Context: an optimization exercise on an open-source flow, tuned for small area and a short achievable clock period. The choices shown serve that exercise and are no tape-out recipe.
Only simulation tests tie the RTL to the original design; equivalence was not proved.

File: flow/config.mk
export PLATFORM = sky130hd
export DESIGN_NAME = MatMul4x4_FP16
export DESIGN_NICKNAME = MatMul4x4_FP16
export VERILOG_FILES = /design/flow/design.v
export SDC_FILE = /design/flow/constraint.sdc
export NUM_CORES = 4
export LEC_CHECK = 0
export CAP_MARGIN = 20
export CORE_MARGIN = 2
export CORE_UTILIZATION = 40
export SETUP_SLACK_MARGIN = 1.5
export SLEW_MARGIN = 20
export SYNTH_HIERARCHICAL = 1
export SYNTH_MINIMUM_KEEP_SIZE = 0
File: flow/constraint.sdc
create_clock -name core_clock -period 8.0 [get_ports {clk}]
set_input_delay 1.6000 -clock core_clock [delete_from_list [all_inputs] [get_ports {clk}]]
set_output_delay 1.6000 -clock core_clock [all_outputs]
set_load 0.01 [all_outputs]
File: flow/design.v
module mac (
  input  [15:0] a,
  input  [7:0] one, input [7:0] two, input [7:0] neg,
  input  [31:0] acc,
  output [31:0] sum
);
  wire pp1;
  wire pp2;
  wire pp3;
  wire pp4;
  wire pp5;
  wire pp6;
  wire pp7;
  wire pp8;
  wire pp9;
  wire pp10;
  wire pp11;
  wire pp12;
  wire pp13;
  wire pp14;
  wire pp15;
  wire pp16;
  wire pp17;
  wire pp18;
  wire pp19;
  wire pp20;
  wire pp21;
  wire pp22;
  wire pp23;
  wire pp24;
  wire pp25;
  wire pp26;
  wire pp27;
  wire pp28;
  wire pp29;
  wire pp30;
  wire pp31;
  wire pp32;
  wire pp33;
  wire pp34;
  wire pp35;
  wire pp36;
  wire pp37;
  wire pp38;
  wire pp39;
  wire pp40;
  wire pp41;
  wire pp42;
  wire pp43;
  wire pp44;
  wire pp45;
  wire pp46;
  wire pp47;
  wire pp48;
  wire pp49;
  wire pp50;
  wire pp51;
  wire pp52;
  wire pp53;
  wire pp54;
  wire pp55;
  wire pp56;
  wire pp57;
  wire pp58;
  wire pp59;
  wire pp60;
  wire pp61;
  wire pp62;
  wire pp63;
  wire pp64;
  wire pp65;
  wire pp66;
  wire pp67;
  wire pp68;
  wire pp69;
  wire pp70;
  wire pp71;
  wire pp72;
  wire pp73;
  wire pp74;
  wire pp75;
  wire pp76;
  wire pp77;
  wire pp78;
  wire pp79;
  wire pp80;
  wire pp81;
  wire pp82;
  wire pp83;
  wire pp84;
  wire pp85;
  wire pp86;
  wire pp87;
  wire pp88;
  wire pp89;
  wire pp90;
  wire pp91;
  wire pp92;
  wire pp93;
  wire pp94;
  wire pp95;
  wire pp96;
  wire pp97;
  wire pp98;
  wire pp99;
  wire pp100;
  wire pp101;
  wire pp102;
  wire pp103;
  wire pp104;
  wire pp105;
  wire pp106;
  wire pp107;
  wire pp108;
  wire pp109;
  wire pp110;
  wire pp111;
  wire pp112;
  wire pp113;
  wire pp114;
  wire pp115;
  wire pp116;
  wire pp117;
  wire pp118;
  wire pp119;
  wire pp120;
  wire pp121;
  wire pp122;
  wire pp123;
  wire pp124;
  wire pp125;
  wire pp126;
  wire pp127;
  wire pp128;
  wire pp129;
  wire pp130;
  wire pp131;
  wire pp132;
  wire pp133;
  wire pp134;
  wire pp135;
  wire pp136;
  wire s137;
  wire c138;
  wire s139;
  wire c140;
  wire s141;
  wire c142;
  wire s143;
  wire s144;
  wire c145;
  wire s146;
  wire c147;
  wire s148;
  wire c149;
  wire s150;
  wire c151;
  wire s152;
  wire c153;
  wire s154;
  wire c155;
  wire s156;
  wire c157;
  wire s158;
  wire c159;
  wire s160;
  wire c161;
  wire s162;
  wire c163;
  wire s164;
  wire c165;
  wire s166;
  wire c167;
  wire s168;
  wire c169;
  wire s170;
  wire c171;
  wire s172;
  wire c173;
  wire s174;
  wire c175;
  wire s176;
  wire c177;
  wire s178;
  wire c179;
  wire s180;
  wire c181;
  wire s182;
  wire c183;
  wire s184;
  wire c185;
  wire s186;
  wire c187;
  wire s188;
  wire c189;
  wire s190;
  wire c191;
  wire s192;
  wire c193;
  wire s194;
  wire c195;
  wire s196;
  wire c197;
  wire s198;
  wire c199;
  wire s200;
  wire c201;
  wire s202;
  wire c203;
  wire s204;
  wire c205;
  wire s206;
  wire c207;
  wire s208;
  wire c209;
  wire s210;
  wire c211;
  wire s212;
  wire c213;
  wire s214;
  wire s215;
  wire c216;
  wire s217;
  wire c218;
  wire s219;
  wire c220;
  wire s221;
  wire c222;
  wire s223;
  wire c224;
  wire s225;
  wire c226;
  wire s227;
  wire c228;
  wire s229;
  wire c230;
  wire s231;
  wire c232;
  wire s233;
  wire c234;
  wire s235;
  wire c236;
  wire s237;
  wire c238;
  wire s239;
  wire c240;
  wire s241;
  wire c242;
  wire s243;
  wire c244;
  wire s245;
  wire c246;
  wire s247;
  wire c248;
  wire s249;
  wire c250;
  wire s251;
  wire c252;
  wire s253;
  wire c254;
  wire s255;
  wire c256;
  wire s257;
  wire c258;
  wire s259;
  wire c260;
  wire s261;
  wire c262;
  wire s263;
  wire c264;
  wire s265;
  wire c266;
  wire s267;
  wire c268;
  wire s269;
  wire c270;
  wire s271;
  wire c272;
  wire s273;
  wire c274;
  wire s275;
  wire c276;
  wire s277;
  wire c278;
  wire s279;
  wire c280;
  wire s281;
  wire c282;
  wire s283;
  wire c284;
  wire s285;
  wire c286;
  wire s287;
  wire c288;
  wire s289;
  wire c290;
  wire s291;
  wire c292;
  wire s293;
  wire c294;
  wire s295;
  wire c296;
  wire s297;
  wire c298;
  wire s299;
  wire c300;
  wire s301;
  wire s302;
  wire c303;
  wire s304;
  wire c305;
  wire s306;
  wire c307;
  wire s308;
  wire c309;
  wire s310;
  wire c311;
  wire s312;
  wire c313;
  wire s314;
  wire c315;
  wire s316;
  wire c317;
  wire s318;
  wire c319;
  wire s320;
  wire c321;
  wire s322;
  wire c323;
  wire s324;
  wire c325;
  wire s326;
  wire c327;
  wire s328;
  wire c329;
  wire s330;
  wire c331;
  wire s332;
  wire c333;
  wire s334;
  wire c335;
  wire s336;
  wire c337;
  wire s338;
  wire c339;
  wire s340;
  wire c341;
  wire s342;
  wire c343;
  wire s344;
  wire c345;
  wire s346;
  wire c347;
  wire s348;
  wire c349;
  wire s350;
  wire c351;
  wire s352;
  wire c353;
  wire s354;
  wire c355;
  wire s356;
  wire s357;
  wire c358;
  wire s359;
  wire c360;
  wire s361;
  wire c362;
  wire s363;
  wire c364;
  wire s365;
  wire c366;
  wire s367;
  wire c368;
  wire s369;
  wire c370;
  wire s371;
  wire c372;
  wire s373;
  wire c374;
  wire s375;
  wire c376;
  wire s377;
  wire c378;
  wire s379;
  wire c380;
  wire s381;
  wire c382;
  wire s383;
  wire c384;
  wire s385;
  wire c386;
  wire s387;
  wire c388;
  wire s389;
  wire c390;
  wire s391;
  wire c392;
  wire s393;
  wire c394;
  wire s395;
  wire c396;
  wire s397;
  wire c398;
  wire s399;
  wire c400;
  wire s401;
  wire c402;
  wire s403;
  wire c404;
  wire s405;
  wire c406;
  wire s407;
  wire c408;
  wire s409;
  wire c410;
  wire s411;
  wire c412;
  wire s413;
  wire c414;
  wire s415;
  wire c416;
  wire s417;
  wire c418;
  wire s419;
  assign pp1 = (one[0] & a[0]) ^ neg[0];
  assign pp2 = (((one[0] & a[1]) | (two[0] & a[0])) ^ neg[0]);
  assign pp3 = (((one[0] & a[2]) | (two[0] & a[1])) ^ neg[0]);
  assign pp4 = (((one[0] & a[3]) | (two[0] & a[2])) ^ neg[0]);
  assign pp5 = (((one[0] & a[4]) | (two[0] & a[3])) ^ neg[0]);
  assign pp6 = (((one[0] & a[5]) | (two[0] & a[4])) ^ neg[0]);
  assign pp7 = (((one[0] & a[6]) | (two[0] & a[5])) ^ neg[0]);
  assign pp8 = (((one[0] & a[7]) | (two[0] & a[6])) ^ neg[0]);
  assign pp9 = (((one[0] & a[8]) | (two[0] & a[7])) ^ neg[0]);
  assign pp10 = (((one[0] & a[9]) | (two[0] & a[8])) ^ neg[0]);
  assign pp11 = (((one[0] & a[10]) | (two[0] & a[9])) ^ neg[0]);
  assign pp12 = (((one[0] & a[11]) | (two[0] & a[10])) ^ neg[0]);
  assign pp13 = (((one[0] & a[12]) | (two[0] & a[11])) ^ neg[0]);
  assign pp14 = (((one[0] & a[13]) | (two[0] & a[12])) ^ neg[0]);
  assign pp15 = (((one[0] & a[14]) | (two[0] & a[13])) ^ neg[0]);
  assign pp16 = (((one[0] & a[15]) | (two[0] & a[14])) ^ neg[0]);
  assign pp17 = ~(((one[0] & a[15]) | (two[0] & a[15])) ^ neg[0]);
  assign pp18 = (one[1] & a[0]) ^ neg[1];
  assign pp19 = (((one[1] & a[1]) | (two[1] & a[0])) ^ neg[1]);
  assign pp20 = (((one[1] & a[2]) | (two[1] & a[1])) ^ neg[1]);
  assign pp21 = (((one[1] & a[3]) | (two[1] & a[2])) ^ neg[1]);
  assign pp22 = (((one[1] & a[4]) | (two[1] & a[3])) ^ neg[1]);
  assign pp23 = (((one[1] & a[5]) | (two[1] & a[4])) ^ neg[1]);
  assign pp24 = (((one[1] & a[6]) | (two[1] & a[5])) ^ neg[1]);
  assign pp25 = (((one[1] & a[7]) | (two[1] & a[6])) ^ neg[1]);
  assign pp26 = (((one[1] & a[8]) | (two[1] & a[7])) ^ neg[1]);
  assign pp27 = (((one[1] & a[9]) | (two[1] & a[8])) ^ neg[1]);
  assign pp28 = (((one[1] & a[10]) | (two[1] & a[9])) ^ neg[1]);
  assign pp29 = (((one[1] & a[11]) | (two[1] & a[10])) ^ neg[1]);
  assign pp30 = (((one[1] & a[12]) | (two[1] & a[11])) ^ neg[1]);
  assign pp31 = (((one[1] & a[13]) | (two[1] & a[12])) ^ neg[1]);
  assign pp32 = (((one[1] & a[14]) | (two[1] & a[13])) ^ neg[1]);
  assign pp33 = (((one[1] & a[15]) | (two[1] & a[14])) ^ neg[1]);
  assign pp34 = ~(((one[1] & a[15]) | (two[1] & a[15])) ^ neg[1]);
  assign pp35 = (one[2] & a[0]) ^ neg[2];
  assign pp36 = (((one[2] & a[1]) | (two[2] & a[0])) ^ neg[2]);
  assign pp37 = (((one[2] & a[2]) | (two[2] & a[1])) ^ neg[2]);
  assign pp38 = (((one[2] & a[3]) | (two[2] & a[2])) ^ neg[2]);
  assign pp39 = (((one[2] & a[4]) | (two[2] & a[3])) ^ neg[2]);
  assign pp40 = (((one[2] & a[5]) | (two[2] & a[4])) ^ neg[2]);
  assign pp41 = (((one[2] & a[6]) | (two[2] & a[5])) ^ neg[2]);
  assign pp42 = (((one[2] & a[7]) | (two[2] & a[6])) ^ neg[2]);
  assign pp43 = (((one[2] & a[8]) | (two[2] & a[7])) ^ neg[2]);
  assign pp44 = (((one[2] & a[9]) | (two[2] & a[8])) ^ neg[2]);
  assign pp45 = (((one[2] & a[10]) | (two[2] & a[9])) ^ neg[2]);
  assign pp46 = (((one[2] & a[11]) | (two[2] & a[10])) ^ neg[2]);
  assign pp47 = (((one[2] & a[12]) | (two[2] & a[11])) ^ neg[2]);
  assign pp48 = (((one[2] & a[13]) | (two[2] & a[12])) ^ neg[2]);
  assign pp49 = (((one[2] & a[14]) | (two[2] & a[13])) ^ neg[2]);
  assign pp50 = (((one[2] & a[15]) | (two[2] & a[14])) ^ neg[2]);
  assign pp51 = ~(((one[2] & a[15]) | (two[2] & a[15])) ^ neg[2]);
  assign pp52 = (one[3] & a[0]) ^ neg[3];
  assign pp53 = (((one[3] & a[1]) | (two[3] & a[0])) ^ neg[3]);
  assign pp54 = (((one[3] & a[2]) | (two[3] & a[1])) ^ neg[3]);
  assign pp55 = (((one[3] & a[3]) | (two[3] & a[2])) ^ neg[3]);
  assign pp56 = (((one[3] & a[4]) | (two[3] & a[3])) ^ neg[3]);
  assign pp57 = (((one[3] & a[5]) | (two[3] & a[4])) ^ neg[3]);
  assign pp58 = (((one[3] & a[6]) | (two[3] & a[5])) ^ neg[3]);
  assign pp59 = (((one[3] & a[7]) | (two[3] & a[6])) ^ neg[3]);
  assign pp60 = (((one[3] & a[8]) | (two[3] & a[7])) ^ neg[3]);
  assign pp61 = (((one[3] & a[9]) | (two[3] & a[8])) ^ neg[3]);
  assign pp62 = (((one[3] & a[10]) | (two[3] & a[9])) ^ neg[3]);
  assign pp63 = (((one[3] & a[11]) | (two[3] & a[10])) ^ neg[3]);
  assign pp64 = (((one[3] & a[12]) | (two[3] & a[11])) ^ neg[3]);
  assign pp65 = (((one[3] & a[13]) | (two[3] & a[12])) ^ neg[3]);
  assign pp66 = (((one[3] & a[14]) | (two[3] & a[13])) ^ neg[3]);
  assign pp67 = (((one[3] & a[15]) | (two[3] & a[14])) ^ neg[3]);
  assign pp68 = ~(((one[3] & a[15]) | (two[3] & a[15])) ^ neg[3]);
  assign pp69 = (one[4] & a[0]) ^ neg[4];
  assign pp70 = (((one[4] & a[1]) | (two[4] & a[0])) ^ neg[4]);
  assign pp71 = (((one[4] & a[2]) | (two[4] & a[1])) ^ neg[4]);
  assign pp72 = (((one[4] & a[3]) | (two[4] & a[2])) ^ neg[4]);
  assign pp73 = (((one[4] & a[4]) | (two[4] & a[3])) ^ neg[4]);
  assign pp74 = (((one[4] & a[5]) | (two[4] & a[4])) ^ neg[4]);
  assign pp75 = (((one[4] & a[6]) | (two[4] & a[5])) ^ neg[4]);
  assign pp76 = (((one[4] & a[7]) | (two[4] & a[6])) ^ neg[4]);
  assign pp77 = (((one[4] & a[8]) | (two[4] & a[7])) ^ neg[4]);
  assign pp78 = (((one[4] & a[9]) | (two[4] & a[8])) ^ neg[4]);
  assign pp79 = (((one[4] & a[10]) | (two[4] & a[9])) ^ neg[4]);
  assign pp80 = (((one[4] & a[11]) | (two[4] & a[10])) ^ neg[4]);
  assign pp81 = (((one[4] & a[12]) | (two[4] & a[11])) ^ neg[4]);
  assign pp82 = (((one[4] & a[13]) | (two[4] & a[12])) ^ neg[4]);
  assign pp83 = (((one[4] & a[14]) | (two[4] & a[13])) ^ neg[4]);
  assign pp84 = (((one[4] & a[15]) | (two[4] & a[14])) ^ neg[4]);
  assign pp85 = ~(((one[4] & a[15]) | (two[4] & a[15])) ^ neg[4]);
  assign pp86 = (one[5] & a[0]) ^ neg[5];
  assign pp87 = (((one[5] & a[1]) | (two[5] & a[0])) ^ neg[5]);
  assign pp88 = (((one[5] & a[2]) | (two[5] & a[1])) ^ neg[5]);
  assign pp89 = (((one[5] & a[3]) | (two[5] & a[2])) ^ neg[5]);
  assign pp90 = (((one[5] & a[4]) | (two[5] & a[3])) ^ neg[5]);
  assign pp91 = (((one[5] & a[5]) | (two[5] & a[4])) ^ neg[5]);
  assign pp92 = (((one[5] & a[6]) | (two[5] & a[5])) ^ neg[5]);
  assign pp93 = (((one[5] & a[7]) | (two[5] & a[6])) ^ neg[5]);
  assign pp94 = (((one[5] & a[8]) | (two[5] & a[7])) ^ neg[5]);
  assign pp95 = (((one[5] & a[9]) | (two[5] & a[8])) ^ neg[5]);
  assign pp96 = (((one[5] & a[10]) | (two[5] & a[9])) ^ neg[5]);
  assign pp97 = (((one[5] & a[11]) | (two[5] & a[10])) ^ neg[5]);
  assign pp98 = (((one[5] & a[12]) | (two[5] & a[11])) ^ neg[5]);
  assign pp99 = (((one[5] & a[13]) | (two[5] & a[12])) ^ neg[5]);
  assign pp100 = (((one[5] & a[14]) | (two[5] & a[13])) ^ neg[5]);
  assign pp101 = (((one[5] & a[15]) | (two[5] & a[14])) ^ neg[5]);
  assign pp102 = ~(((one[5] & a[15]) | (two[5] & a[15])) ^ neg[5]);
  assign pp103 = (one[6] & a[0]) ^ neg[6];
  assign pp104 = (((one[6] & a[1]) | (two[6] & a[0])) ^ neg[6]);
  assign pp105 = (((one[6] & a[2]) | (two[6] & a[1])) ^ neg[6]);
  assign pp106 = (((one[6] & a[3]) | (two[6] & a[2])) ^ neg[6]);
  assign pp107 = (((one[6] & a[4]) | (two[6] & a[3])) ^ neg[6]);
  assign pp108 = (((one[6] & a[5]) | (two[6] & a[4])) ^ neg[6]);
  assign pp109 = (((one[6] & a[6]) | (two[6] & a[5])) ^ neg[6]);
  assign pp110 = (((one[6] & a[7]) | (two[6] & a[6])) ^ neg[6]);
  assign pp111 = (((one[6] & a[8]) | (two[6] & a[7])) ^ neg[6]);
  assign pp112 = (((one[6] & a[9]) | (two[6] & a[8])) ^ neg[6]);
  assign pp113 = (((one[6] & a[10]) | (two[6] & a[9])) ^ neg[6]);
  assign pp114 = (((one[6] & a[11]) | (two[6] & a[10])) ^ neg[6]);
  assign pp115 = (((one[6] & a[12]) | (two[6] & a[11])) ^ neg[6]);
  assign pp116 = (((one[6] & a[13]) | (two[6] & a[12])) ^ neg[6]);
  assign pp117 = (((one[6] & a[14]) | (two[6] & a[13])) ^ neg[6]);
  assign pp118 = (((one[6] & a[15]) | (two[6] & a[14])) ^ neg[6]);
  assign pp119 = ~(((one[6] & a[15]) | (two[6] & a[15])) ^ neg[6]);
  assign pp120 = (one[7] & a[0]) ^ neg[7];
  assign pp121 = (((one[7] & a[1]) | (two[7] & a[0])) ^ neg[7]);
  assign pp122 = (((one[7] & a[2]) | (two[7] & a[1])) ^ neg[7]);
  assign pp123 = (((one[7] & a[3]) | (two[7] & a[2])) ^ neg[7]);
  assign pp124 = (((one[7] & a[4]) | (two[7] & a[3])) ^ neg[7]);
  assign pp125 = (((one[7] & a[5]) | (two[7] & a[4])) ^ neg[7]);
  assign pp126 = (((one[7] & a[6]) | (two[7] & a[5])) ^ neg[7]);
  assign pp127 = (((one[7] & a[7]) | (two[7] & a[6])) ^ neg[7]);
  assign pp128 = (((one[7] & a[8]) | (two[7] & a[7])) ^ neg[7]);
  assign pp129 = (((one[7] & a[9]) | (two[7] & a[8])) ^ neg[7]);
  assign pp130 = (((one[7] & a[10]) | (two[7] & a[9])) ^ neg[7]);
  assign pp131 = (((one[7] & a[11]) | (two[7] & a[10])) ^ neg[7]);
  assign pp132 = (((one[7] & a[12]) | (two[7] & a[11])) ^ neg[7]);
  assign pp133 = (((one[7] & a[13]) | (two[7] & a[12])) ^ neg[7]);
  assign pp134 = (((one[7] & a[14]) | (two[7] & a[13])) ^ neg[7]);
  assign pp135 = (((one[7] & a[15]) | (two[7] & a[14])) ^ neg[7]);
  assign pp136 = ~(((one[7] & a[15]) | (two[7] & a[15])) ^ neg[7]);
  ha u_s137 (.a(acc[14]), .b(neg[7]), .s(s137), .co(c138));
  ha u_s139 (.a(acc[15]), .b(pp106), .s(s139), .co(c140));
  fa u_s141 (.a(acc[16]), .b(pp107), .ci(1'b1), .s(s141), .co(c142));
  assign s143 = ~acc[17];
  ha u_s144 (.a(acc[8]), .b(neg[4]), .s(s144), .co(c145));
  ha u_s146 (.a(acc[9]), .b(pp10), .s(s146), .co(c147));
  fa u_s148 (.a(acc[10]), .b(neg[5]), .ci(pp11), .s(s148), .co(c149));
  ha u_s150 (.a(pp26), .b(pp41), .s(s150), .co(c151));
  fa u_s152 (.a(acc[11]), .b(pp12), .ci(pp27), .s(s152), .co(c153));
  ha u_s154 (.a(pp42), .b(pp57), .s(s154), .co(c155));
  fa u_s156 (.a(acc[12]), .b(neg[6]), .ci(pp103), .s(s156), .co(c157));
  fa u_s158 (.a(pp13), .b(pp28), .ci(pp43), .s(s158), .co(c159));
  ha u_s160 (.a(pp58), .b(pp73), .s(s160), .co(c161));
  fa u_s162 (.a(acc[13]), .b(pp104), .ci(pp14), .s(s162), .co(c163));
  fa u_s164 (.a(pp29), .b(pp44), .ci(pp59), .s(s164), .co(c165));
  ha u_s166 (.a(pp74), .b(pp89), .s(s166), .co(c167));
  fa u_s168 (.a(pp105), .b(pp120), .ci(pp15), .s(s168), .co(c169));
  fa u_s170 (.a(pp30), .b(pp45), .ci(pp60), .s(s170), .co(c171));
  fa u_s172 (.a(pp75), .b(pp90), .ci(s137), .s(s172), .co(c173));
  fa u_s174 (.a(c138), .b(pp121), .ci(pp16), .s(s174), .co(c175));
  fa u_s176 (.a(pp31), .b(pp46), .ci(pp61), .s(s176), .co(c177));
  fa u_s178 (.a(pp76), .b(pp91), .ci(s139), .s(s178), .co(c179));
  fa u_s180 (.a(pp122), .b(pp17), .ci(pp32), .s(s180), .co(c181));
  fa u_s182 (.a(pp47), .b(pp62), .ci(pp77), .s(s182), .co(c183));
  fa u_s184 (.a(pp92), .b(c140), .ci(s141), .s(s184), .co(c185));
  fa u_s186 (.a(s143), .b(pp108), .ci(pp123), .s(s186), .co(c187));
  fa u_s188 (.a(pp33), .b(pp48), .ci(pp63), .s(s188), .co(c189));
  fa u_s190 (.a(pp78), .b(pp93), .ci(c142), .s(s190), .co(c191));
  fa u_s192 (.a(acc[17]), .b(acc[18]), .ci(pp109), .s(s192), .co(c193));
  fa u_s194 (.a(pp124), .b(pp34), .ci(pp49), .s(s194), .co(c195));
  fa u_s196 (.a(pp64), .b(pp79), .ci(pp94), .s(s196), .co(c197));
  fa u_s198 (.a(acc[19]), .b(pp110), .ci(1'b1), .s(s198), .co(c199));
  fa u_s200 (.a(pp125), .b(pp50), .ci(pp65), .s(s200), .co(c201));
  ha u_s202 (.a(pp80), .b(pp95), .s(s202), .co(c203));
  fa u_s204 (.a(acc[20]), .b(pp111), .ci(pp126), .s(s204), .co(c205));
  fa u_s206 (.a(pp51), .b(pp66), .ci(pp81), .s(s206), .co(c207));
  fa u_s208 (.a(acc[21]), .b(pp112), .ci(1'b1), .s(s208), .co(c209));
  ha u_s210 (.a(pp127), .b(pp67), .s(s210), .co(c211));
  fa u_s212 (.a(acc[22]), .b(pp113), .ci(pp128), .s(s212), .co(c213));
  assign s214 = ~acc[23];
  ha u_s215 (.a(acc[4]), .b(neg[2]), .s(s215), .co(c216));
  ha u_s217 (.a(acc[5]), .b(pp21), .s(s217), .co(c218));
  fa u_s219 (.a(acc[6]), .b(neg[3]), .ci(pp22), .s(s219), .co(c220));
  ha u_s221 (.a(pp37), .b(pp52), .s(s221), .co(c222));
  fa u_s223 (.a(acc[7]), .b(pp23), .ci(pp38), .s(s223), .co(c224));
  ha u_s225 (.a(pp53), .b(pp8), .s(s225), .co(c226));
  fa u_s227 (.a(pp24), .b(pp39), .ci(pp54), .s(s227), .co(c228));
  fa u_s229 (.a(pp69), .b(pp9), .ci(s144), .s(s229), .co(c230));
  fa u_s231 (.a(c145), .b(pp25), .ci(pp40), .s(s231), .co(c232));
  fa u_s233 (.a(pp55), .b(pp70), .ci(s146), .s(s233), .co(c234));
  fa u_s235 (.a(pp56), .b(pp71), .ci(pp86), .s(s235), .co(c236));
  fa u_s237 (.a(c147), .b(s150), .ci(s148), .s(s237), .co(c238));
  fa u_s239 (.a(pp72), .b(pp87), .ci(c151), .s(s239), .co(c240));
  fa u_s241 (.a(s154), .b(c149), .ci(s152), .s(s241), .co(c242));
  fa u_s243 (.a(pp88), .b(c155), .ci(s160), .s(s243), .co(c244));
  fa u_s245 (.a(c153), .b(s156), .ci(s158), .s(s245), .co(c246));
  fa u_s247 (.a(c161), .b(s166), .ci(c157), .s(s247), .co(c248));
  fa u_s249 (.a(c159), .b(s162), .ci(s164), .s(s249), .co(c250));
  fa u_s251 (.a(c167), .b(c163), .ci(c165), .s(s251), .co(c252));
  fa u_s253 (.a(s168), .b(s170), .ci(s172), .s(s253), .co(c254));
  fa u_s255 (.a(c169), .b(c171), .ci(c173), .s(s255), .co(c256));
  fa u_s257 (.a(s174), .b(s176), .ci(s178), .s(s257), .co(c258));
  fa u_s259 (.a(c175), .b(c177), .ci(s180), .s(s259), .co(c260));
  fa u_s261 (.a(s182), .b(c179), .ci(s184), .s(s261), .co(c262));
  fa u_s263 (.a(c181), .b(c183), .ci(s186), .s(s263), .co(c264));
  fa u_s265 (.a(s188), .b(s190), .ci(c185), .s(s265), .co(c266));
  fa u_s267 (.a(c187), .b(c189), .ci(s192), .s(s267), .co(c268));
  fa u_s269 (.a(s194), .b(s196), .ci(c191), .s(s269), .co(c270));
  fa u_s271 (.a(s202), .b(c193), .ci(c195), .s(s271), .co(c272));
  fa u_s273 (.a(c197), .b(s198), .ci(s200), .s(s273), .co(c274));
  fa u_s275 (.a(pp96), .b(c203), .ci(c199), .s(s275), .co(c276));
  fa u_s277 (.a(c201), .b(s204), .ci(s206), .s(s277), .co(c278));
  fa u_s279 (.a(pp82), .b(pp97), .ci(s210), .s(s279), .co(c280));
  fa u_s281 (.a(c205), .b(c207), .ci(s208), .s(s281), .co(c282));
  fa u_s283 (.a(pp68), .b(pp83), .ci(pp98), .s(s283), .co(c284));
  fa u_s285 (.a(c211), .b(c209), .ci(s212), .s(s285), .co(c286));
  fa u_s287 (.a(s214), .b(pp114), .ci(pp129), .s(s287), .co(c288));
  fa u_s289 (.a(pp84), .b(pp99), .ci(c213), .s(s289), .co(c290));
  fa u_s291 (.a(acc[23]), .b(acc[24]), .ci(pp100), .s(s291), .co(c292));
  fa u_s293 (.a(pp115), .b(pp130), .ci(pp85), .s(s293), .co(c294));
  fa u_s295 (.a(acc[25]), .b(pp101), .ci(1'b1), .s(s295), .co(c296));
  ha u_s297 (.a(pp116), .b(pp131), .s(s297), .co(c298));
  fa u_s299 (.a(acc[26]), .b(pp102), .ci(pp117), .s(s299), .co(c300));
  assign s301 = ~acc[27];
  ha u_s302 (.a(acc[2]), .b(neg[1]), .s(s302), .co(c303));
  ha u_s304 (.a(acc[3]), .b(pp19), .s(s304), .co(c305));
  fa u_s306 (.a(pp20), .b(pp35), .ci(pp5), .s(s306), .co(c307));
  fa u_s308 (.a(c216), .b(pp36), .ci(pp6), .s(s308), .co(c309));
  fa u_s310 (.a(pp7), .b(c218), .ci(s221), .s(s310), .co(c311));
  fa u_s312 (.a(c222), .b(s225), .ci(c220), .s(s312), .co(c313));
  fa u_s314 (.a(c226), .b(c224), .ci(s227), .s(s314), .co(c315));
  fa u_s316 (.a(c228), .b(c230), .ci(s231), .s(s316), .co(c317));
  fa u_s318 (.a(c232), .b(s235), .ci(c234), .s(s318), .co(c319));
  fa u_s320 (.a(c236), .b(s239), .ci(c238), .s(s320), .co(c321));
  fa u_s322 (.a(c240), .b(s243), .ci(c242), .s(s322), .co(c323));
  fa u_s324 (.a(c244), .b(s247), .ci(c246), .s(s324), .co(c325));
  fa u_s326 (.a(c248), .b(s251), .ci(c250), .s(s326), .co(c327));
  fa u_s328 (.a(c252), .b(s255), .ci(c254), .s(s328), .co(c329));
  fa u_s330 (.a(c256), .b(s259), .ci(c258), .s(s330), .co(c331));
  fa u_s332 (.a(c260), .b(s263), .ci(c262), .s(s332), .co(c333));
  fa u_s334 (.a(c264), .b(s267), .ci(c266), .s(s334), .co(c335));
  fa u_s336 (.a(s271), .b(c268), .ci(s273), .s(s336), .co(c337));
  fa u_s338 (.a(c272), .b(s275), .ci(c274), .s(s338), .co(c339));
  fa u_s340 (.a(s279), .b(c276), .ci(c278), .s(s340), .co(c341));
  fa u_s342 (.a(s283), .b(c280), .ci(c282), .s(s342), .co(c343));
  fa u_s344 (.a(c284), .b(s287), .ci(s289), .s(s344), .co(c345));
  fa u_s346 (.a(c288), .b(s291), .ci(s293), .s(s346), .co(c347));
  fa u_s348 (.a(s297), .b(c292), .ci(c294), .s(s348), .co(c349));
  fa u_s350 (.a(pp132), .b(c298), .ci(c296), .s(s350), .co(c351));
  fa u_s352 (.a(s301), .b(pp118), .ci(pp133), .s(s352), .co(c353));
  fa u_s354 (.a(acc[27]), .b(acc[28]), .ci(pp119), .s(s354), .co(c355));
  assign s356 = ~acc[29];
  ha u_s357 (.a(acc[0]), .b(neg[0]), .s(s357), .co(c358));
  ha u_s359 (.a(acc[1]), .b(pp2), .s(s359), .co(c360));
  fa u_s361 (.a(pp18), .b(pp3), .ci(s302), .s(s361), .co(c362));
  fa u_s363 (.a(c303), .b(pp4), .ci(s304), .s(s363), .co(c364));
  fa u_s365 (.a(s215), .b(c305), .ci(s306), .s(s365), .co(c366));
  fa u_s367 (.a(s217), .b(c307), .ci(s308), .s(s367), .co(c368));
  fa u_s369 (.a(c309), .b(s219), .ci(s310), .s(s369), .co(c370));
  fa u_s371 (.a(s223), .b(c311), .ci(s312), .s(s371), .co(c372));
  fa u_s373 (.a(s229), .b(c313), .ci(s314), .s(s373), .co(c374));
  fa u_s375 (.a(s233), .b(c315), .ci(s316), .s(s375), .co(c376));
  fa u_s377 (.a(c317), .b(s237), .ci(s318), .s(s377), .co(c378));
  fa u_s379 (.a(s241), .b(c319), .ci(s320), .s(s379), .co(c380));
  fa u_s381 (.a(s245), .b(c321), .ci(s322), .s(s381), .co(c382));
  fa u_s383 (.a(s249), .b(c323), .ci(s324), .s(s383), .co(c384));
  fa u_s385 (.a(s253), .b(c325), .ci(s326), .s(s385), .co(c386));
  fa u_s387 (.a(s257), .b(c327), .ci(s328), .s(s387), .co(c388));
  fa u_s389 (.a(c329), .b(s261), .ci(s330), .s(s389), .co(c390));
  fa u_s391 (.a(s265), .b(c331), .ci(s332), .s(s391), .co(c392));
  fa u_s393 (.a(s269), .b(c333), .ci(s334), .s(s393), .co(c394));
  fa u_s395 (.a(c270), .b(s336), .ci(c335), .s(s395), .co(c396));
  fa u_s397 (.a(s277), .b(c337), .ci(s338), .s(s397), .co(c398));
  fa u_s399 (.a(s281), .b(c339), .ci(s340), .s(s399), .co(c400));
  fa u_s401 (.a(s285), .b(c341), .ci(s342), .s(s401), .co(c402));
  fa u_s403 (.a(c286), .b(c343), .ci(s344), .s(s403), .co(c404));
  fa u_s405 (.a(c290), .b(s346), .ci(c345), .s(s405), .co(c406));
  fa u_s407 (.a(s295), .b(s348), .ci(c347), .s(s407), .co(c408));
  fa u_s409 (.a(s299), .b(c349), .ci(s350), .s(s409), .co(c410));
  fa u_s411 (.a(c300), .b(s352), .ci(c351), .s(s411), .co(c412));
  fa u_s413 (.a(pp134), .b(c353), .ci(s354), .s(s413), .co(c414));
  fa u_s415 (.a(s356), .b(pp135), .ci(c355), .s(s415), .co(c416));
  fa u_s417 (.a(acc[29]), .b(acc[30]), .ci(pp136), .s(s417), .co(c418));
  assign s419 = ~acc[31];
  wire [31:0] x = {c418, c416, c414, c412, c410, c408, c406, c404, c402, c400, c398, c396, c394, c392, c390, c388, c386, c384, c382, c380, c378, c376, c374, c372, c370, c368, c366, c364, c362, c360, c358, s357};
  wire [31:0] y = {s419, s417, s415, s413, s411, s409, s407, s405, s403, s401, s399, s397, s395, s393, s391, s389, s387, s385, s383, s381, s379, s377, s375, s373, s371, s369, s367, s365, s363, s361, s359, pp1};
  wire [31:0] p = x ^ y;
  wire [31:0] g = x & y;
  wire G1 = g[1] | (p[1] & g[0]);
  wire G2 = g[3] | (p[3] & g[2]);
  wire P2 = p[3] & p[2];
  wire G3 = g[5] | (p[5] & g[4]);
  wire P3 = p[5] & p[4];
  wire G4 = g[7] | (p[7] & g[6]);
  wire P4 = p[7] & p[6];
  wire G5 = g[9] | (p[9] & g[8]);
  wire P5 = p[9] & p[8];
  wire G6 = g[11] | (p[11] & g[10]);
  wire P6 = p[11] & p[10];
  wire G7 = g[13] | (p[13] & g[12]);
  wire P7 = p[13] & p[12];
  wire G8 = g[15] | (p[15] & g[14]);
  wire P8 = p[15] & p[14];
  wire G9 = g[17] | (p[17] & g[16]);
  wire P9 = p[17] & p[16];
  wire G10 = g[19] | (p[19] & g[18]);
  wire P10 = p[19] & p[18];
  wire G11 = g[21] | (p[21] & g[20]);
  wire P11 = p[21] & p[20];
  wire G12 = g[23] | (p[23] & g[22]);
  wire P12 = p[23] & p[22];
  wire G13 = g[25] | (p[25] & g[24]);
  wire P13 = p[25] & p[24];
  wire G14 = g[27] | (p[27] & g[26]);
  wire P14 = p[27] & p[26];
  wire G15 = g[29] | (p[29] & g[28]);
  wire P15 = p[29] & p[28];
  wire G16 = g[31] | (p[31] & g[30]);
  wire P16 = p[31] & p[30];
  wire G17 = G2 | (P2 & G1);
  wire G18 = G4 | (P4 & G3);
  wire P18 = P4 & P3;
  wire G19 = G6 | (P6 & G5);
  wire P19 = P6 & P5;
  wire G20 = G8 | (P8 & G7);
  wire P20 = P8 & P7;
  wire G21 = G10 | (P10 & G9);
  wire P21 = P10 & P9;
  wire G22 = G12 | (P12 & G11);
  wire P22 = P12 & P11;
  wire G23 = G14 | (P14 & G13);
  wire P23 = P14 & P13;
  wire G24 = G16 | (P16 & G15);
  wire P24 = P16 & P15;
  wire G25 = G18 | (P18 & G17);
  wire G26 = G20 | (P20 & G19);
  wire P26 = P20 & P19;
  wire G27 = G22 | (P22 & G21);
  wire P27 = P22 & P21;
  wire G28 = G24 | (P24 & G23);
  wire P28 = P24 & P23;
  wire G29 = G26 | (P26 & G25);
  wire G30 = G28 | (P28 & G27);
  wire P30 = P28 & P27;
  wire G31 = G30 | (P30 & G29);
  wire G32 = G27 | (P27 & G29);
  wire G33 = G19 | (P19 & G25);
  wire G34 = G21 | (P21 & G29);
  wire G35 = G23 | (P23 & G32);
  wire G36 = G3 | (P3 & G17);
  wire G37 = G5 | (P5 & G25);
  wire G38 = G7 | (P7 & G33);
  wire G39 = G9 | (P9 & G29);
  wire G40 = G11 | (P11 & G34);
  wire G41 = G13 | (P13 & G32);
  wire G42 = G15 | (P15 & G35);
  wire G43 = g[2] | (p[2] & G1);
  wire G44 = g[4] | (p[4] & G17);
  wire G45 = g[6] | (p[6] & G36);
  wire G46 = g[8] | (p[8] & G25);
  wire G47 = g[10] | (p[10] & G37);
  wire G48 = g[12] | (p[12] & G33);
  wire G49 = g[14] | (p[14] & G38);
  wire G50 = g[16] | (p[16] & G29);
  wire G51 = g[18] | (p[18] & G39);
  wire G52 = g[20] | (p[20] & G34);
  wire G53 = g[22] | (p[22] & G40);
  wire G54 = g[24] | (p[24] & G32);
  wire G55 = g[26] | (p[26] & G41);
  wire G56 = g[28] | (p[28] & G35);
  wire G57 = g[30] | (p[30] & G42);
  assign sum[0] = p[0];
  assign sum[1] = p[1] ^ g[0];
  assign sum[2] = p[2] ^ G1;
  assign sum[3] = p[3] ^ G43;
  assign sum[4] = p[4] ^ G17;
  assign sum[5] = p[5] ^ G44;
  assign sum[6] = p[6] ^ G36;
  assign sum[7] = p[7] ^ G45;
  assign sum[8] = p[8] ^ G25;
  assign sum[9] = p[9] ^ G46;
  assign sum[10] = p[10] ^ G37;
  assign sum[11] = p[11] ^ G47;
  assign sum[12] = p[12] ^ G33;
  assign sum[13] = p[13] ^ G48;
  assign sum[14] = p[14] ^ G38;
  assign sum[15] = p[15] ^ G49;
  assign sum[16] = p[16] ^ G29;
  assign sum[17] = p[17] ^ G50;
  assign sum[18] = p[18] ^ G39;
  assign sum[19] = p[19] ^ G51;
  assign sum[20] = p[20] ^ G34;
  assign sum[21] = p[21] ^ G52;
  assign sum[22] = p[22] ^ G40;
  assign sum[23] = p[23] ^ G53;
  assign sum[24] = p[24] ^ G32;
  assign sum[25] = p[25] ^ G54;
  assign sum[26] = p[26] ^ G41;
  assign sum[27] = p[27] ^ G55;
  assign sum[28] = p[28] ^ G35;
  assign sum[29] = p[29] ^ G56;
  assign sum[30] = p[30] ^ G42;
  assign sum[31] = p[31] ^ G57;
endmodule
module fa (input a, input b, input ci, output s, output co);
  assign s = a ^ b ^ ci;
  assign co = (a & b) | (a & ci) | (b & ci);
endmodule
module ha (input a, input b, output s, output co);
  assign s = a ^ b;
  assign co = a & b;
endmodule
module ha1 (input a, input b, output s, output co);
  assign s = ~(a ^ b);
  assign co = a | b;
endmodule
module bsel (input one, input two, input neg, input a0, input a1, output p);
  assign p = ((one & a0) | (two & a1)) ^ neg;
endmodule
module bseln (input one, input two, input neg, input a0, input a1, output pn);
  assign pn = ~(((one & a0) | (two & a1)) ^ neg);
endmodule
module booth_enc (
  input  [15:0] b,
  output [7:0] one, output [7:0] two, output [7:0] neg
);
  wire [16:0] bb = {b, 1'b0};
  genvar k;
  generate for (k = 0; k < 8; k = k + 1) begin : g_d
    wire b0 = bb[2*k];
    wire b1 = bb[2*k+1];
    wire b2 = bb[2*k+2];
    assign one[k] = b1 ^ b0;
    assign two[k] = (b2 & ~b1 & ~b0) | (~b2 & b1 & b0);
    assign neg[k] = b2 & ~(b1 & b0);
  end endgenerate
endmodule
module MatMul4x4_FP16 (
    input clk,
    input rst,
    input [255:0] A,
    input [255:0] B,
    output [511:0] C
);
    wire [7:0] one [0:3];
    wire [7:0] two [0:3];
    wire [7:0] neg [0:3];
    reg  [31:0] Cr [0:3][0:3];
    wire [31:0] Cn [0:3][0:3];
    genvar gi, gj;
    generate
        for (gj = 0; gj < 4; gj = gj + 1) begin : g_enc
            booth_enc u_enc (.b(B[(12+gj)*16 +: 16]), .one(one[gj]), .two(two[gj]), .neg(neg[gj]));
        end
        for (gi = 0; gi < 4; gi = gi + 1) begin : g_row
            for (gj = 0; gj < 4; gj = gj + 1) begin : g_col
                mac u_mac (.a(A[(gi*4+3)*16 +: 16]), .one(one[gj]), .two(two[gj]), .neg(neg[gj]),
                           .acc(Cr[gi][gj]), .sum(Cn[gi][gj]));
                always @(posedge clk or posedge rst) begin
                    if (rst) Cr[gi][gj] <= 32'd0;
                    else     Cr[gi][gj] <= Cn[gi][gj];
                end
                assign C[(gi*4+gj)*32 +: 32] = Cr[gi][gj];
            end
        end
    endgenerate
endmodule
File: flow/run.sh
#!/bin/bash
# synth_recipe.tcl (not shown) runs the flow's synth.tcl, then flattens the netlist and writes it again
# the make line also repeats each setting of config.mk as NAME=value (left out here)
make -C /OpenROAD-flow-scripts/flow DESIGN_CONFIG=/design/flow/config.mk WORK_HOME=/design/flow/orfs CLKGATE_MAP_FILE= SYNTH_SCRIPT=/design/flow/synth_recipe.tcl finish
==> results of run 1 <==
-- per-module statistics from Yosys, one instance, submodules excluded --
| module | flip-flops and latches | cell area, um2 | cells | times used |
|---|---|---|---|---|
| booth_enc | 0 | 283 | 38 | 4 |
| ha | 0 | 12.5 | 1 | 304 |
| mac | 0 | 3790 | 494 | 16 |
| MatMul4x4_FP16 | 512 | 12800 | 513 | 1 |
| fa | 0 | 20.0 | 1 | 1920 |
-- layer usage --
metal,share of wire,up-vias
met1,0.38,48500
li1,-,37600
met3,0.13,1176
met2,0.43,6267
met5,0.00028,-
met4,0.056,16
-- worst paths after layout --
| path | to | start | slack [ns] |
|---|---|---|---|
| hold reg to reg | Cr[4][31]$_DFF_PP0_ | Cr[4][31]$_DFF_PP0_ | 0.60 |
| min in group asynchronous | Cr[0][30]$_DFF_PP0_ | rst | 1.16 |
| max in group asynchronous | Cr[11][2]$_DFF_PP0_ | rst | 5.21 |
| setup / recovery | Cr[11][30]$_DFF_PP0_ | B[254] | 1.58 |
| setup reg to reg | Cr[5][27]$_DFF_PP0_ | Cr[5][14]$_DFF_PP0_ | 2.97 |
| hold / removal | Cr[4][31]$_DFF_PP0_ | Cr[4][31]$_DFF_PP0_ | 0.60 |
-- synthesized netlist by cell type, drive strengths merged, types with 64 or more instances --
master and instances:
buf 136, a21oi 208, nor2b 64, nor2 80
clkbuf 1008, nand4 64, nand2 236, o21ai 224
xor2 288, dfrtp 512, fa 2176, ha 796
nand2b 76, a21o 144, inv 449, a22oi 1920
xnor2 2144
-- final cells by class --
class / instances / area [um2]
fillers: 26300 / 152000
multi-input cells: 8739 / 100000
repair buffers: 1430 / 15800
flip-flops and latches: 512 / 12800
well taps: 3900 / 4880
clock buffers: 118 / 2530
inverters: 449 / 1690
clock inverters: 35 / 454
diodes: 15 / 37.5
-- logic make-up (layout without fill, tap and decap cells) --
| family | Yosys count | in the layout | share of synthesized area |
|---|---|---|---|
| XOR/XNOR | 2432 | 2432 | 0.182 |
| adder cells (fa/ha/maj) | 2972 | 2972 | 0.458 |
| other | 16 | 79 | 0.000514 |
| buffers and inverters | 1593 | 2032 | 0.0528 |
| AND/OR/NAND/NOR | 536 | 537 | 0.0235 |
| AO/OA/AOI/OAI | 2732 | 2734 | 0.174 |
| flip-flops | 512 | 512 | 0.110 |
-- worst max-delay path, delay by kind of cell --
kind | cells | cell delay [ns]
AND/OR/NAND/NOR | 3 | 0.40
AO/OA/AOI/OAI | 7 | 1.29
XOR/XNOR | 1 | 0.22
adder cells (fa/ha/maj) | 6 | 2.67
buffers and inverters | 3 | 0.92
-- repair_timing --
item,CTS,global route
cloned,19,31
pin swaps,59,145
resized for setup,85,241
buffers inserted,67,91
setup endpoints to repair,163,151
-- per-stage QoR --
step	instances	util	setup TNS, ns
after detailed placement	14800	0.451	0
after global routing	15200	0.476	0
final	15200	0.476	0
after floorplan	10800	-	-282.79
after global placement	14800	0.451	0
after CTS	15100	0.467	0
==> metrics.yaml, run 1 <==
global_routing:
  wire_length_of_the_first_global_routing_pass_um: 669000
  use_met2: 0.455
  maximum_number_of_pins_on_one_net_before_global_route_repair: 110
  global_route.usage.total: 0.304
  grtUsageMet3: 0.0929
  globalRoute.busiestLayer: "met2"
  groute.layer.met1.usage: 0.401
  global_route.overflow_total: 0
  initial_antenna_violation_count: 33
  grt_pass1_vias: 100000
logic_synthesis:
  seq_area_frac_synth: 0.110
  synth_top_area_frac: 0.373
  post_synthesis_instance_total: 10800
  synth.top_cells.by_area: "sky130_fd_sc_hd__fa_1 (37%), sky130_fd_sc_hd__xnor2_1 (16%), sky130_fd_sc_hd__a22oi_1 (12%)"
  yosys_warnings: 9
  ys_ff_latch: 512
  synth-edff-count: 0
  syn_area_um2: 117000
  ys_async_sr_fraction: 1.00
  yosysUniqueCellTypes: 36
  syn-mean-instance-area_um2: 10.8
  synth_largest_area_cell: "sky130_fd_sc_hd__fa_1"
  yosys_most_used_dff: "sky130_fd_sc_hd__dfrtp_1"
die:
  die_outline_width_um: 545
  floorplan.die.height_um: 545
  floorplan.io_pins: 1026
  core-area_um2: 291000
  fp.dieArea_um2: 297000
  row_count: 198
  initial_cell_density_of_the_core: 0.402
cells_and_area:
  final_layout_size_suffix_gt1_frac: 0.131
  flow.area_growth_from_synthesis_pct: 18.5
  most-common-layout-cells: "sky130_fd_sc_hd__xnor2_1 (2136), sky130_fd_sc_hd__fa_1 (2129), sky130_fd_sc_hd__a22oi_1 (1914)"
  registers.top_by_ff_count: "Cr"
  biggestRegsByFlops: "Cr: 512 flops"
  largest_register_ff_count: 512
  final_common_cell: "sky130_fd_sc_hd__xnor2_1"
  final_area_um2: 139000
  fin_nets: 14700
worst_setup_path:
  criticalPathCategory: "in2reg"
  critical_path_end_type: "register"
  crit_path_top_delay_cell: "sky130_fd_sc_hd__fa_1"
  crit_fanout: 11
  rr_worst_depth: 15
  timing.critical_path.cells: "clkdlybuf4s50_1 > nand2b_1 > o21ai_4 > buf_4 > clkbuf_16 > a22oi_1 > xnor2_1 > fa_1 > fa_1 > fa_1 > fa_1 > ha_1 > nand4_1 > o22ai_2 > nor2_1 > a22o_1 > a21o_4 > o21ai_4 > a31o_1 > fa_2"
  timing.critical_path.arrival_ns: 7.13
  setup.worst_path.start_class: "input port"
  critical-path-top-cell-by-count: "sky130_fd_sc_hd__fa_1"
  critPathMaxStageDelay_ns: 0.57
  critical_path_required_ns: 8.71
outcome:
  outcome: "complete, no violations"
clock_tree:
  clock_slew_seen_by_the_registers_of_the_worst_setup_and_hold_paths_ns: 0.05
  cts_hold_buffers: 0
  tritoncts: "built"
  clockRootBuffer: "sky130_fd_sc_hd__clkbuf_16"
  cts_htree_levels: 3
  cts_buffers: 88
  clock_insertion_delay_worst_skew_ns: 0.86
  numClockSinks: 512
  maximum_buffer_depth_of_the_clock_tree: 4
detailed_routing:
  detail_route.wl_per_cell_um: 30.4
  postRouteAntennaNets: 0
  drt_pass1_iterations: 9
  remaining_drc_errors: 0
  initialDrtViolationCount: 11000
  route.detailed.vias_per_inst: 6.16
  routed-via-count: 93600
  wirelength_um: 462000
hold_path:
  worstHoldPathCells: 2
  hold_path.class: "reg2reg"
placed_design:
  buffer_ports.inserted: 641
  area_post_placement_um2: 131000
  gp_routability_congestion: 0.918
  place_worst_setup_slack_ns: 0.0637
  dp_hpwl_um: 319000
sta:
  timing.hold.ws_ns: 0.602
  setup_ws_ns: 1.58
  rsz0062_at_grt: "true"
  drv_slew: 0
  fmaxAchievable_mhz: 156
  setup_violations: 0
  max_slew.worst_pin.slew_ns: 1.05
  timing.final.hold_violations: 0
  timing.max_slew.rel_slack: 0.297
  final_period_minus_worst_setup_slack_ns: 6.42
  clock_skew_ns: 0.0386
  min_period_over_period: 0.802
job:
  drv.max_cap_violation_count: 0
==> run 2: changes to the inputs <==
==> flow/flow/run.sh (new file) <==
#!/bin/bash
# Own layout flow: the standard ORFS flow (standard.sh), with the port
# buffers that buffer_ports inserts made plain sky130 buffers (buf_1, which
# repair_design/repair_timing may then upsize) instead of the default
# clkdlybuf4s50_1 delay cells. Everything else is the standard flow.
set -euo pipefail
cd "$(dirname "$0")/.."
export BUFFER_PORTS_ARGS="-buffer_cell sky130_fd_sc_hd__buf_1"
if [[ -f flow/extra.env ]]; then
  set -a; source flow/extra.env; set +a
fi
bash standard.sh finish > flow_standard.log 2>&1
==> flow/standard.sh (new file) <==
#!/bin/bash
# synth_recipe.tcl (not shown) runs the flow's synth.tcl, then flattens the netlist and writes it again
# the make line also repeats each setting of config.mk as NAME=value (left out here)
make -C /OpenROAD-flow-scripts/flow DESIGN_CONFIG=/design/flow/config.mk WORK_HOME=/design/flow/orfs CLKGATE_MAP_FILE= SYNTH_SCRIPT=/design/flow/synth_recipe.tcl "${@:-finish}"
removed: flow/run.sh
==> run 2 against run 1 <==
Non-clock buffer count shrank 232. Via count shrank 2.5%. Sequential share of layout area grew 0.52 points. Worst setup slack gained 0.016 ns. Synthesized area is the same. Clock skew shrank 0.0020 ns. Highest routed layer unchanged.
==> metrics.yaml, run 2 <==
outcome:
  outcome: "complete, no violations"  # unchanged
logic_synthesis:
  ys_async_sr_fraction: 1.00  # unchanged
  synth_common_cells: "sky130_fd_sc_hd__fa_1 (2176), sky130_fd_sc_hd__xnor2_1 (2144), sky130_fd_sc_hd__a22oi_1 (1920), sky130_fd_sc_hd__clkbuf_1 (1008), sky130_fd_sc_hd__ha_1 (796)"  # unchanged
  yosys_warnings: 9  # unchanged
  synth-edff-count: 0  # unchanged
  ys_ff_latch: 512  # unchanged
  synth.top_cells.by_area: "sky130_fd_sc_hd__fa_1 (37%), sky130_fd_sc_hd__xnor2_1 (16%), sky130_fd_sc_hd__a22oi_1 (12%)"  # unchanged
  syn_area_um2: 117000  # unchanged
  synth_top_area_frac: 0.373  # unchanged
  synth_largest_area_cell: "sky130_fd_sc_hd__fa_1"  # unchanged
  yosysUniqueCellTypes: 36  # unchanged
  post_synthesis_instance_total: 10800  # unchanged
  yosys_most_used_dff: "sky130_fd_sc_hd__dfrtp_1"  # unchanged
  post-synth-top-count-cell: "sky130_fd_sc_hd__fa_1"  # unchanged
  seq_area_frac_synth: 0.110  # unchanged
  syn-mean-instance-area_um2: 10.8  # unchanged
detailed_routing:
  routed-via-count: 91300  # was 93600
  initialDrtViolationCount: 9911  # was 11000
  postRouteAntennaNets: 0  # unchanged
  route.detailed.vias_per_inst: 6.10  # was 6.16
  remaining_drc_errors: 0  # unchanged
  detail_route.wl_per_cell_um: 29.7  # was 30.4 um
  drt_pass1_iterations: 7  # was 9
  wirelength_um: 444000  # was 462000 um
worst_setup_path:
  critical_path_end_type: "register"  # unchanged
  setup.worst_path.start_class: "input port"  # unchanged
  critical-path-top-cell-by-count: "sky130_fd_sc_hd__fa_1"  # unchanged
  crit_fanout: 9  # was 11
  critical_path_required_ns: 8.71  # about the same
  crit_path_top_delay_cell: "sky130_fd_sc_hd__fa_1"  # unchanged
  timing.critical_path.arrival_ns: 7.11  # was 7.13 ns
  critPathMaxStageDelay_ns: 0.51  # was 0.57 ns
  criticalPathCategory: "in2reg"  # unchanged
  timing.critical_path.cells: "clkbuf_4 > a22oi_1 > xnor2_2 > fa_1 > fa_1 > fa_1 > fa_1 > fa_1 > ha_1 > a21oi_2 > o22ai_2 > nor2_2 > a22o_1 > a21o_4 > o21ai_2 > a31o_1 > fa_1 > xnor2_1"  # was clkdlybuf4s50_1 > nand2b_1 > o21ai_4 > buf_4 > clkbuf_16 > a22oi_1 > xnor2_1 > fa_1 > fa_1 > fa_1 > fa_1 > ha_1 > nand4_1 > o22ai_2 > nor2_1 > a22o_1 > a21o_4 > o21ai_4 > a31o_1 > fa_2
placed_design:
  place_worst_setup_slack_ns: 0.224  # was 0.0637 ns
  gp_routability_congestion: 0.911  # was 0.918
  dp_hpwl_um: 316000  # was 319000 um
  placedCellCount: 14700  # was 14800
  buffer_ports.inserted: 641  # unchanged
  area_post_placement_um2: 127000  # was 131000 um2
cells_and_area:
  largest_register_ff_count: 512  # unchanged
  most-common-layout-cells: "sky130_fd_sc_hd__fa_1 (2143), sky130_fd_sc_hd__xnor2_1 (2140), sky130_fd_sc_hd__a22oi_1 (1914)"  # was sky130_fd_sc_hd__xnor2_1 (2136), sky130_fd_sc_hd__fa_1 (2129), sky130_fd_sc_hd__a22oi_1 (1914)
  registers.top_by_ff_count: "Cr"  # unchanged
  final_layout_size_suffix_gt1_frac: 0.107  # was 0.131
  final_area_um2: 131000  # was 139000 um2
  fin_nets: 14500  # was 14700
  flow.area_growth_from_synthesis_pct: 12.2  # was 18.5%
  biggestRegsByFlops: "Cr: 512 flops"  # unchanged
  instances_no_fill: 15000  # was 15200
  final_common_cell: "sky130_fd_sc_hd__fa_1"  # was sky130_fd_sc_hd__xnor2_1
clock_tree:
  numClockSinks: 512  # unchanged
  tritoncts: "built"  # unchanged
  clock_insertion_delay_worst_skew_ns: 0.84  # was 0.86 ns
  cts_htree_levels: 3  # unchanged
  clockRootBuffer: "sky130_fd_sc_hd__clkbuf_16"  # unchanged
  maximum_buffer_depth_of_the_clock_tree: 4  # unchanged
  clock_slew_seen_by_the_registers_of_the_worst_setup_and_hold_paths_ns: 0.05  # about the same
  cts_buffers: 88  # unchanged
  cts_hold_buffers: 0  # unchanged
die:
  core-area_um2: 291000  # unchanged
  fp.dieArea_um2: 297000  # unchanged
  die_outline_width_um: 545  # unchanged
  floorplan.die.height_um: 545  # unchanged
  floorplan.io_pins: 1026  # unchanged
  initial_cell_density_of_the_core: 0.402  # unchanged
  row_count: 198  # unchanged
sta:
  timing.hold.ws_ns: 0.599  # was 0.602 ns
  final_period_minus_worst_setup_slack_ns: 6.40  # was 6.42 ns
  min_period_over_period: 0.800  # was 0.802
  timing.final.hold_violations: 0  # unchanged
  setup_violations: 0  # unchanged
  clock_skew_ns: 0.0366  # was 0.0386 ns
  timing.max_slew.rel_slack: 0.304  # was 0.297
  rsz0062_at_grt: "true"  # unchanged
  setup_ws_ns: 1.60  # was 1.58 ns
  drv_slew: 0  # unchanged
  fmaxAchievable_mhz: 156  # about the same
  max_slew.worst_pin.slew_ns: 1.04  # was 1.05 ns
global_routing:
  global_route.usage.total: 0.295  # was 0.304
  global_route.overflow_total: 0  # unchanged
  wire_length_of_the_first_global_routing_pass_um: 657000  # was 669000 um
  grt_pass1_vias: 99600  # was 100000
  initial_antenna_violation_count: 37  # was 33
  maximum_number_of_pins_on_one_net_before_global_route_repair: 118  # was 110
hold_path:
  hold_path.class: "reg2reg"  # unchanged
job:
  drv.max_cap_violation_count: 0  # unchanged
==> run 2: cell counts after synthesis <==
No cell type changed its count.
==> run 2: final cells by class <==
class                   count  area [um2]
diodes                     18        45.0
well taps                3900        4880
fillers                 27000      160000
clock buffers             126        2590
flip-flops and latches    512       12800
repair buffers           1198        9150
clock inverters            29         384
inverters                 449        1690
multi-input cells        8738       99700
==> run 2: kinds of logic after synthesis <==
group / Yosys count / share of synthesized area
adder cells (fa/ha/maj): 2972 / 0.458
AO/OA/AOI/OAI: 2732 / 0.174
XOR/XNOR: 2432 / 0.182
buffers and inverters: 1593 / 0.0528
AND/OR/NAND/NOR: 536 / 0.0235
flip-flops: 512 / 0.110
other: 16 / 0.000514
==> run 2: per-stage QoR <==
step | utilization | TNS [ns]
after floorplan | - | -282.79
after global placement | 0.435 | 0
after detailed placement | 0.435 | 0
after CTS | 0.447 | 0
after global routing | 0.451 | 0
final | 0.451 | 0
==> run 2: path summary, 6_finish.rpt <==
check,endpoint,depth (start not counted),start,slack [ns]
max reg2reg,Cr[6][31]$_DFF_PP0_,15,Cr[6][16]$_DFF_PP0_,2.94
min,Cr[9][31]$_DFF_PP0_,2,Cr[9][31]$_DFF_PP0_,0.60
max,Cr[9][31]$_DFF_PP0_,18,A[179],1.60
min in group asynchronous,Cr[9][17]$_DFF_PP0_,2,rst,0.93
max in group asynchronous,Cr[7][11]$_DFF_PP0_,4,rst,5.33
min reg2reg,Cr[9][31]$_DFF_PP0_,2,Cr[9][31]$_DFF_PP0_,0.60
==> run 2: per-layer routing <==
metal  global-route usage  share of wire  up-vias
met1                0.378           0.38    47700
met5                    0        0.00021        -
met4                0.142          0.052       16
met2                0.447           0.44     5480
li1                     -              -    37100
met3                0.100           0.13     1020
==> run 2: what timing repair did <==
action,4_1_cts,5_1_grt
hold endpoints to repair,0,0
pin swaps,14,37
resized for setup,14,94
gates cloned,1,15
setup buffers,32,42
setup endpoints to repair,64,105
==> run 2: critical path: cells and delay by family <==
family                   cells  cell delay (ns)
adder cells (fa/ha/maj)      7             3.10
AO/OA/AOI/OAI                7             1.18
XOR/XNOR                     2             0.51
buffers and inverters        1             0.49
AND/OR/NAND/NOR              1             0.17
==> run 2: Yosys stat by module (local to each module, per instance) <==
module | copies in the design | cell area, um2 | flip-flops and latches | cells inside
MatMul4x4_FP16 | 1 | 12800 | 512 | 513
mac | 16 | 3790 | 0 | 494
ha | 304 | 12.5 | 0 | 1
fa | 1920 | 20.0 | 0 | 1
booth_enc | 4 | 283 | 0 | 38

==> afterwards: timing with drivers on the ports <==
Ports are ideal in the flow. The routed layouts listed here were re-timed in OpenROAD.
Step 1 (the two cells are an assumption about what drives the block):
set clk [get_ports {clk}]
set_driving_cell -lib_cell sky130_fd_sc_hd__clkbuf_16 $clk
set_driving_cell -lib_cell sky130_fd_sc_hd__buf_2 [delete_from_list [all_inputs] $clk]
Step 2, shift: input delay + t, output delay - t, t = (earliest + latest rising clock arrival at the registers) / 2. This alone moves slack from input paths to output paths.
Three values: ideal ports, drivers, drivers and shift; two values: the first two.
| run | t, ns | setup WS [ns] | worst data-port slew with drivers (ns) |
|---|---|---|---|
| run 1 | 0.936 | 1.584 / 1.651 / 0.715 | 0.16 |
| run 2 | 0.926 | 1.600 / 1.660 / 0.734 | 0.17 |
After both steps every run listed still meets setup and hold. For run 1, which loses most, drivers alone change the setup slack by +0.067 ns; drivers and shift together by -0.869 ns.
